Context: an optimization exercise on an open-source flow, tuned for small area. The choices shown serve that exercise and are no tape-out recipe. Only simulation tests tie the RTL to the original design; equivalence was not proved.

===== flow/design.v =====
`timescale 1ns/100ps
module cordic_rca #(parameter W=16)
(
	input  [W-1:0] a, b,
	input          ci,
	output [W-1:0] s
);
	wire [W:0] c;
	assign c[0] = ci;
	genvar i;
	generate for (i = 0; i < W; i = i + 1) begin : bit_
		assign s[i]   = a[i] ^ b[i] ^ c[i];
		assign c[i+1] = (a[i] & b[i]) | (a[i] & c[i]) | (b[i] & c[i]);
	end endgenerate
endmodule
module cordic_add #(parameter N=1, parameter CS=16, parameter LA=0, parameter F=0)
(
	input  [15:0]   a,
	input  [15-N:0] bl,
	input           bh, ci,
	output [15:0]   s
);
	localparam L = 16 - N;                
	localparam T = L - F;                 
	localparam R = (CS < T) ? CS : T;     
	wire [L:0] c;
	assign c[0] = ci;
	genvar i;
	generate for (i = 0; i < R; i = i + 1) begin : lo
		assign s[i]   = a[i] ^ bl[i] ^ c[i];
		assign c[i+1] = (a[i] & bl[i]) | (a[i] & c[i]) | (bl[i] & c[i]);
	end endgenerate
	generate if (R < T) begin : sel
		wire [T:R] c0, c1;
		wire [T-1:R] s0, s1;
		assign c0[R] = 1'b0;
		assign c1[R] = 1'b1;
		for (i = R; i < T; i = i + 1) begin : b
			assign s0[i]   = a[i] ^ bl[i] ^ c0[i];
			assign c0[i+1] = (a[i] & bl[i]) | (a[i] & c0[i]) | (bl[i] & c0[i]);
			assign s1[i]   = a[i] ^ bl[i] ^ c1[i];
			assign c1[i+1] = (a[i] & bl[i]) | (a[i] & c1[i]) | (bl[i] & c1[i]);
			assign s[i]    = c[R] ? s1[i] : s0[i];
		end
		assign c[T] = c[R] ? c1[T] : c0[T];
	end endgenerate
	wire [L:T] cf;
	generate if (LA) begin : la
		for (i = T; i <= L; i = i + 1) begin : k
			assign cf[i] = lookahead(a[L-1:0], bl, ci, i);
		end
	end else begin : nola
		assign cf[T] = c[T];
		for (i = T; i < L; i = i + 1) begin : k
			assign cf[i+1] = (a[i] & bl[i]) | (a[i] & cf[i]) | (bl[i] & cf[i]);
		end
	end endgenerate
	generate for (i = T; i < L; i = i + 1) begin : top
		assign s[i] = a[i] ^ bl[i] ^ cf[i];
	end endgenerate
	wire t = cf[L] ^ bh;
	wire [N:0] p;
	assign p[0] = t;
	generate for (i = 0; i < N; i = i + 1) begin : hi
		assign s[L+i] = a[L+i] ^ p[i];
		assign p[i+1] = p[i] & (a[L+i] ^ bh);
	end endgenerate
	function lookahead(input [L-1:0] x, input [L-1:0] y, input ci, input integer j);
		reg [L-1:0] g, p;
		integer d, k;
		begin
			p = x ^ y;
			g = x;
			g[0] = p[0] ? ci : x[0];
			p[0] = 1'b0;
			for (d = 1; d < L; d = d * 2)
				for (k = L - 1; k >= d; k = k - 1) begin
					g[k] = p[k] ? g[k-d] : g[k];
					p[k] = p[k] & p[k-d];
				end
			lookahead = (j == 0) ? ci : g[j-1];
		end
	endfunction
endmodule
module cordic_cell #(parameter N=0, parameter CS=16, parameter LA=0, parameter F=0)
(
	input         d,
	input  [15:0] x_in, y_in,
	output [15:0] x_out, y_out
);
	wire [15:0] yn;
	cordic_add #(N, CS, LA, F) ax (.a(x_in),  .bl(y_in[15:N] ^ {(16-N){~d}}), .bh(y_in[15] ^ ~d), .ci(~d), .s(x_out));
	cordic_add #(N, CS, LA, F) ay (.a(~y_in), .bl(x_in[15:N] ^ {(16-N){~d}}), .bh(x_in[15] ^ ~d), .ci(~d), .s(yn));
	assign y_out = ~yn;
endmodule
module cordic_zstep #(parameter W=16, parameter SITA=0)
(
	input  [W-1:0] z_in,
	output [W-1:0] z_out
);
	wire d = z_in[W-1];
	wire [W-1:0] k = SITA;
	cordic_rca #(W) az (.a(z_in), .b(d ? k : ~k), .ci(~d), .s(z_out));
endmodule
module cordic_table
(
	input  [5:0] d,
	output [15:0]  x, y
);
	localparam [63:0] X0 = 64'h7270f1b17270f1b1;
	localparam [63:0] X1 = 64'h552c8f90a0bdf9c0;
	localparam [63:0] X2 = 64'hf9df284e9b173db2;
	localparam [63:0] X3 = 64'h8ada78ab551e595e;
	localparam [63:0] X4 = 64'hdbc9d79189eb91da;
	localparam [63:0] X5 = 64'h961fdca1853bfa68;
	localparam [63:0] X6 = 64'he88fc54bd2a3f116;
	localparam [63:0] X7 = 64'h89dfe5b3cda7fb90;
	localparam [63:0] X8 = 64'h7a6a5a12485a565f;
	localparam [63:0] X9 = 64'hc1ebf3ebd7cfd783;
	localparam [63:0] X10 = 64'hfee6dac2435b677f;
	localparam [63:0] X11 = 64'h7642cffbdff3426e;
	localparam [63:0] X12 = 64'hcf66ee77ee7766f3;
	localparam [63:0] X13 = 64'hf67ef66ff66f7e6f;
	localparam [63:0] X14 = 64'h8000800180010001;
	localparam [63:0] X15 = 64'h8000800180010001;
	localparam [63:0] Y0 = 64'he4c5a707e4c5a707;
	localparam [63:0] Y1 = 64'h0befdc00a4d830f5;
	localparam [63:0] Y2 = 64'h0c56feec9382fdc5;
	localparam [63:0] Y3 = 64'hbf4f1eff48872d08;
	localparam [63:0] Y4 = 64'h0d6c41c8ec7de94d;
	localparam [63:0] Y5 = 64'h838546f8e09d7e3c;
	localparam [63:0] Y6 = 64'h3ee5602d4bf97881;
	localparam [63:0] Y7 = 64'hac4570d964f17dc8;
	localparam [63:0] Y8 = 64'h5f3f0f8b2e0f2307;
	localparam [63:0] Y9 = 64'h687d597d416561e9;
	localparam [63:0] Y10 = 64'h57734f6b290d1115;
	localparam [63:0] Y11 = 64'h132b655d45592b37;
	localparam [63:0] Y12 = 64'h6533771177113359;
	localparam [63:0] Y13 = 64'h5317533553351735;
	localparam [63:0] Y14 = 64'heaaaeaa8eaa8aaa8;
	localparam [63:0] Y15 = 64'heaaaeaa8eaa8aaa8;
	assign x[0] = X0[d];
	assign x[1] = X1[d];
	assign x[2] = X2[d];
	assign x[3] = X3[d];
	assign x[4] = X4[d];
	assign x[5] = X5[d];
	assign x[6] = X6[d];
	assign x[7] = X7[d];
	assign x[8] = X8[d];
	assign x[9] = X9[d];
	assign x[10] = X10[d];
	assign x[11] = X11[d];
	assign x[12] = X12[d];
	assign x[13] = X13[d];
	assign x[14] = X14[d];
	assign x[15] = X15[d];
	assign y[0] = Y0[d];
	assign y[1] = Y1[d];
	assign y[2] = Y2[d];
	assign y[3] = Y3[d];
	assign y[4] = Y4[d];
	assign y[5] = Y5[d];
	assign y[6] = Y6[d];
	assign y[7] = Y7[d];
	assign y[8] = Y8[d];
	assign y[9] = Y9[d];
	assign y[10] = Y10[d];
	assign y[11] = Y11[d];
	assign y[12] = Y12[d];
	assign y[13] = Y13[d];
	assign y[14] = Y14[d];
	assign y[15] = Y15[d];
endmodule
`timescale 1ns/100ps
module cordic_pipelined
(
	input  clk,rst,
	input  signed [15:0] z,
	output signed [15:0] x,y
);
	reg [15:0] z0_r;
	always @ (posedge clk) z0_r <= z;
	wire [15:0] zn1;
	cordic_zstep #(.W(16),.SITA(12868)) zs1 (.z_in(z0_r), .z_out(zn1));
	reg [15:0] z1_r;
	reg [0:0] d1_r;
	always @ (posedge clk) begin z1_r <= zn1[15:0]; d1_r <= z0_r[15]; end
	wire [15:0] zn2;
	cordic_zstep #(.W(16),.SITA(7596)) zs2 (.z_in(z1_r), .z_out(zn2));
	reg [14:0] z2_r;
	reg [1:0] d2_r;
	always @ (posedge clk) begin z2_r <= zn2[14:0]; d2_r <= {z1_r[15], d1_r}; end
	wire [14:0] zn3;
	cordic_zstep #(.W(15),.SITA(4014)) zs3 (.z_in(z2_r), .z_out(zn3));
	reg [14:0] z3_r;
	reg [2:0] d3_r;
	always @ (posedge clk) begin z3_r <= zn3[14:0]; d3_r <= {z2_r[14], d2_r}; end
	wire [14:0] zn4;
	cordic_zstep #(.W(15),.SITA(2037)) zs4 (.z_in(z3_r), .z_out(zn4));
	reg [13:0] z4_r;
	reg [3:0] d4_r;
	always @ (posedge clk) begin z4_r <= zn4[13:0]; d4_r <= {z3_r[14], d3_r}; end
	wire [13:0] zn5;
	cordic_zstep #(.W(14),.SITA(1023)) zs5 (.z_in(z4_r), .z_out(zn5));
	wire ovf = ~(&zn5[13:10]) & (|zn5[13:10]);
	wire [8:0] dl = ovf ? {9{zn5[13]}} : {zn5[10], ~zn5[9:2]};   
	reg [13:0] d5_r;   
	always @ (posedge clk) d5_r <= {dl[0],dl[1],dl[2],dl[3],dl[4],dl[5],dl[6],dl[7],dl[8], z4_r[13], d4_r};
	reg [13:0] d7_r;
	always @ (posedge clk) d7_r <= d5_r[13:0];
	reg [13:0] d8_r;
	always @ (posedge clk) d8_r <= d7_r[13:0];
	reg [13:0] d9_r;
	always @ (posedge clk) d9_r <= d8_r[13:0];
	reg [13:0] d10_r;
	always @ (posedge clk) d10_r <= d9_r[13:0];
	wire [15:0] tx, ty;
	cordic_table tab (.d(d10_r[5:0]), .x(tx), .y(ty));
	wire [15:0] x7_c, y7_c;
	cordic_cell #(.N(6),.CS(5)) it6 (.d(d10_r[6]), .x_in(tx), .y_in(ty), .x_out(x7_c), .y_out(y7_c));
	reg [6:0] d11_r;
	always @ (posedge clk) d11_r <= d10_r[13:7];
	reg [15:0] x11_r, y11_r;
	always @ (posedge clk) begin x11_r <= x7_c; y11_r <= y7_c; end
	wire [15:0] x8_c, y8_c;
	cordic_cell #(.N(7),.LA(1),.F(1)) it7 (.d(d11_r[0]), .x_in(x11_r), .y_in(y11_r), .x_out(x8_c), .y_out(y8_c));
	wire [15:0] x9_c, y9_c;
	cordic_cell #(.N(8)) it8 (.d(d11_r[1]), .x_in(x8_c), .y_in(y8_c), .x_out(x9_c), .y_out(y9_c));
	reg [4:0] d12_r;
	always @ (posedge clk) d12_r <= d11_r[6:2];
	reg [15:0] x12_r, y12_r;
	always @ (posedge clk) begin x12_r <= x9_c; y12_r <= y9_c; end
	wire [15:0] x10_c, y10_c;
	cordic_cell #(.N(9),.LA(1)) it9 (.d(d12_r[0]), .x_in(x12_r), .y_in(y12_r), .x_out(x10_c), .y_out(y10_c));
	wire [15:0] x11_c, y11_c;
	cordic_cell #(.N(10)) it10 (.d(d12_r[1]), .x_in(x10_c), .y_in(y10_c), .x_out(x11_c), .y_out(y11_c));
	reg [2:0] d13_r;
	always @ (posedge clk) d13_r <= d12_r[4:2];
	reg [15:0] x13_r, y13_r;
	always @ (posedge clk) begin x13_r <= x11_c; y13_r <= y11_c; end
	wire [15:0] x12_c, y12_c;
	cordic_cell #(.N(11),.LA(1)) it11 (.d(d13_r[0]), .x_in(x13_r), .y_in(y13_r), .x_out(x12_c), .y_out(y12_c));
	wire [15:0] x13_c, y13_c;
	cordic_cell #(.N(12)) it12 (.d(d13_r[1]), .x_in(x12_c), .y_in(y12_c), .x_out(x13_c), .y_out(y13_c));
	reg [0:0] d14_r;
	always @ (posedge clk) d14_r <= d13_r[2:2];
	reg [15:0] x14_r, y14_r;
	always @ (posedge clk) begin x14_r <= x13_c; y14_r <= y13_c; end
	wire [15:0] x14_c, y14_c;
	cordic_cell #(.N(13)) it13 (.d(d14_r[0]), .x_in(x14_r), .y_in(y14_r), .x_out(x14_c), .y_out(y14_c));
	assign x = x14_c;
	assign y = y14_c;
endmodule

===== flow/run.sh =====
#!/bin/bash
# synth_recipe.tcl (not shown) runs the flow's synth.tcl, then flattens the netlist and writes it again
# the make line also repeats each setting of config.mk as NAME=value (left out here)
make -C /OpenROAD-flow-scripts/flow DESIGN_CONFIG=/design/flow/config.mk WORK_HOME=/design/flow/orfs CLKGATE_MAP_FILE= SYNTH_SCRIPT=/design/flow/synth_recipe.tcl finish

===== flow/config.mk =====
export PLATFORM = sky130hd
export DESIGN_NAME = cordic_pipelined
export DESIGN_NICKNAME = cordic_pipelined
export VERILOG_FILES = /design/flow/design.v
export SDC_FILE = /design/flow/constraint.sdc
export NUM_CORES = 4
export LEC_CHECK = 0
export CAP_MARGIN = 20
export CORE_MARGIN = 2
export CORE_UTILIZATION = 40
export CTS_BUF_LIST = sky130_fd_sc_hd__clkbuf_8
export CTS_CLUSTER_DIAMETER = 60
export CTS_CLUSTER_SIZE = 20
export GPL_TIMING_DRIVEN = 0
export SLEW_MARGIN = 20

===== flow/constraint.sdc =====
create_clock -name core_clock -period 7.0 [get_ports {clk}]
set_input_delay 1.4000 -clock core_clock [delete_from_list [all_inputs] [get_ports {clk}]]
set_output_delay 1.4000 -clock core_clock [all_outputs]
set_load 0.01 [all_outputs]

==> impl_results.md <==
- Status: finished clean
- HP Start: d9_r[13]
- DR pass1 iterations: 6
- RSZ-0062 raised after global routing: yes
- Slowest CP cell: fa_1
- Worst path bufs/invs: 3
- Vias in the first global route: 14900
- Die W: 227 um
- Drc violations: 0
- Fraction of layout cells with a size suffix above 1: 8.37%
- DRT iter0 DRCs: 922
- CP Data Required Time: 7450 ps
- Post-Syn Area per Cell: 9.44 sq um
- Vias per cell: 5.12
- Root Driver: clkbuf_8
- WHS Path Cells: 0
- I/O pins: 50
- Fin util: 44.6%
- Worst slew margin relative to its limit: 32.6%
- Total track usage: 19.0%
- Register area share after synthesis: 30.3%
- CTS Buf Count: 23
- Gate Count Post-Synth: 2098
- Top-area cell type share of the netlist area: 30.3%
- Tightest Pin Transition: 1010 ps
- Synthesized area: 19800 sq um
- WL/cell: 16.7 um
- Clock Latency Late Sink: 570 ps
- Crit-path max FO: 10
- Post-synth cell types: 100
- Max Slew Vio Count: 0
- Max stage delay on crit path: 430 ps
- Fin Clk Skew: 19.0 ps
- Non-filler cells, final: 2851
- Synth Flop Type: dfxtp_1
- Post-DP HPWL: 38.0 mm
- Clock transition at the registers of the reported paths: 110 ps
- CP arrival: 7180 ps
- First-pass GRT wire length: 77.1 mm
- Worst R2R Setup Slack: 280 ps
- HP Class: flop to flop
- Area leader, netlist: dfxtp_1
- Syn-to-layout area delta: 10.2%
- Final period util: 96.1%
- Fin crit period: 6720 ps
- RR Endpoint: x12_r[15]
- Via count: 14600
- Routability congestion estimate: 0.943
- Critical Path Stages: 25
- Port buffer count: 48
- Ant diodes: 0
- Synth area leaders: dfxtp_1 (30%), fa_1 (13%), xnor2_1 (10%)
- Setup-failing EPs final: 0
- GRT overflow: 0
- Clock sinks: 300
- CP endpoint kind: flop
- Post-synth EDFFs: 0
- Delay-heaviest family, CP: adder cells
- Reg2Reg Depth: 25
- Reg2reg start: d11_r[0]
- Antenna Violating Nets Remaining: 0
- Type of origin of the critical path: flop
- Core area: 49000 sq um
- Total placed cells including tap cells: 2810
- Die span in y: 227 um
- Dominant cell by count in the synthesized netlist: dfxtp_1
- Post-synth top cells: dfxtp_1 (300), xnor2_1 (225), inv_1 (175)
- CTS tree: yes
- CTS Hold Buffers Added: 0
- Final Hold Fails: 0
- Worst Hold Path EP: d10_r[13]
- Share of flip-flops with an asynchronous set or reset: 0%
- Largest net degree at the start of global routing: 21
- Die ar.: 51300 sq um
- #FFs+latches synth: 300
- Final TNS setup: 0 ps
- Final nets: 2400
- Max-Cap Viols: 0
- Starting Density: 40.5%
- Fmax: 149 MHz
- Fill count: 4718
- WS Path Type: flop to flop
- Initial antenna violation count: 0
- WL final: 47.7 mm
- CTS Buffer Depth: 3
- Mapped Nets: 2324
- Most frequent CP cell: fa_1
- Site row count: 81
- Syn. warnings: 4
- # H-tree levels: 1
==> how the worst max path moves through the flow <==
stage                     slack, ps      from         to
after floorplan                 160  d11_r[0]  x12_r[13]
after detailed placement      -1480  d11_r[0]  x12_r[15]
after global placement        -1300  d11_r[0]  x12_r[15]
after global routing             -9     d14_r      y[14]
final                           280  d11_r[0]  x12_r[15]
after CTS                        20  d10_r[1]  y11_r[14]
==> area by class of cell <==
type                    instances  area (sq um)  share of cell area (%)
repair buffers                 55           533                    2.44
inverters                     176           664                    3.04
well taps                     664           831                    3.81
plain buffers                  97           462                    2.12
multi-input cells            1520         12800                    58.8
clock buffers                  25           344                    1.58
flip-flops and latches        300          6010                    27.5
clock inverters                13           134                   0.613
repair inverters                1          5.00                  0.0229
==> routing by layer <==
metal / share of wire, % / routed length [um] / track usage, % / up-vias
li1: - / - / - / 7135
met1: 40 / 19200 / 21.8 / 6965
met2: 50 / 23900 / 34.9 / 381
met3: 5.1 / 2420 / 3.17 / 105
met4: 4.5 / 2140 / 8.00 / 0
met5: 0 / 0 / 0 / -
==> cell usage in the layout, fill, tap and decap left out, types with 20 or more instances in the layout <==
cell type        netlist  routed
clkbuf_1              60      47
nor3_1                53      52
nor2_1               173     172
a211oi_1              20      20
ha_1                  77      77
mux2i_1               33      32
nand2b_1              32      32
and2_1                22      22
nand3_1               25      24
o21ai_0               81      76
xnor2_1              225     219
clkdlybuf4s50_1        0      48
inv_1                175     175
clkbuf_8               0      25
a21oi_1               95      91
dfxtp_1              300     298
nand2_1              111     111
and3_1                27      27
fa_1                 131     129
xor2_1                97      95
==> cells by family (layout without fill, tap and decap cells) <==
| group | after synthesis | after routing | synth area share (%) |
|---|---|---|---|
| and+or+nand+nor | 561 | 561 | 14.4 |
| AOI/OAI and AO/OA | 355 | 355 | 12.1 |
| xor gates and xnor gates | 333 | 333 | 15.4 |
| DFF | 300 | 300 | 30.3 |
| buffers and inverters | 278 | 367 | 5.60 |
| adders and majority gates | 208 | 208 | 18.1 |
| muxes | 63 | 63 | 4.13 |
==> repair_timing <==
item / 4_1_cts / 5_1_grt
endpoints found under the setup margin: 29 / 31
gates resized for setup: 25 / 35
buffers inserted: 2 / 5
cloned: 1 / 0
pin swaps: 2 / 4
==> per-stage QoR <==
stage | setup WS [ps] | hold WS (ps) | cell area [sq um]
after global routing | -9.16 | 310 | 21800
after floorplan | 158 | 310 | 19800
after detailed placement | -1480 | 312 | 21100
after global placement | -1300 | 310 | 21100
after CTS | 16.9 | 318 | 21700
final | 276 | 320 | 21800

[port drivers added, routing unchanged]
In the flow no input, the clock included, has a driving cell. The finished layout below was timed again as built, in two steps.
Step 1: set_driving_cell puts a clkbuf_16 on clk and a buf_2 on each other input, an assumption about the parent block.
Step 2, shift: input delay + t, output delay - t, t = (earliest + latest rising clock arrival at the registers) / 2. This alone moves slack from input paths to output paths.
a / b / c = ideal / step 1 / step 2; a / b = the first two.
t (ns): 0.611
slack for setup (ns): 0.276 / 0.276 / 0.276
clock arrival spread, ns: 0.028 / 0.027
pins driven straight from the clock port: 1
After both steps setup and hold are still met in this run. For this run, drivers alone change the setup slack by 0.000 ns; drivers and shift together by 0.000 ns.
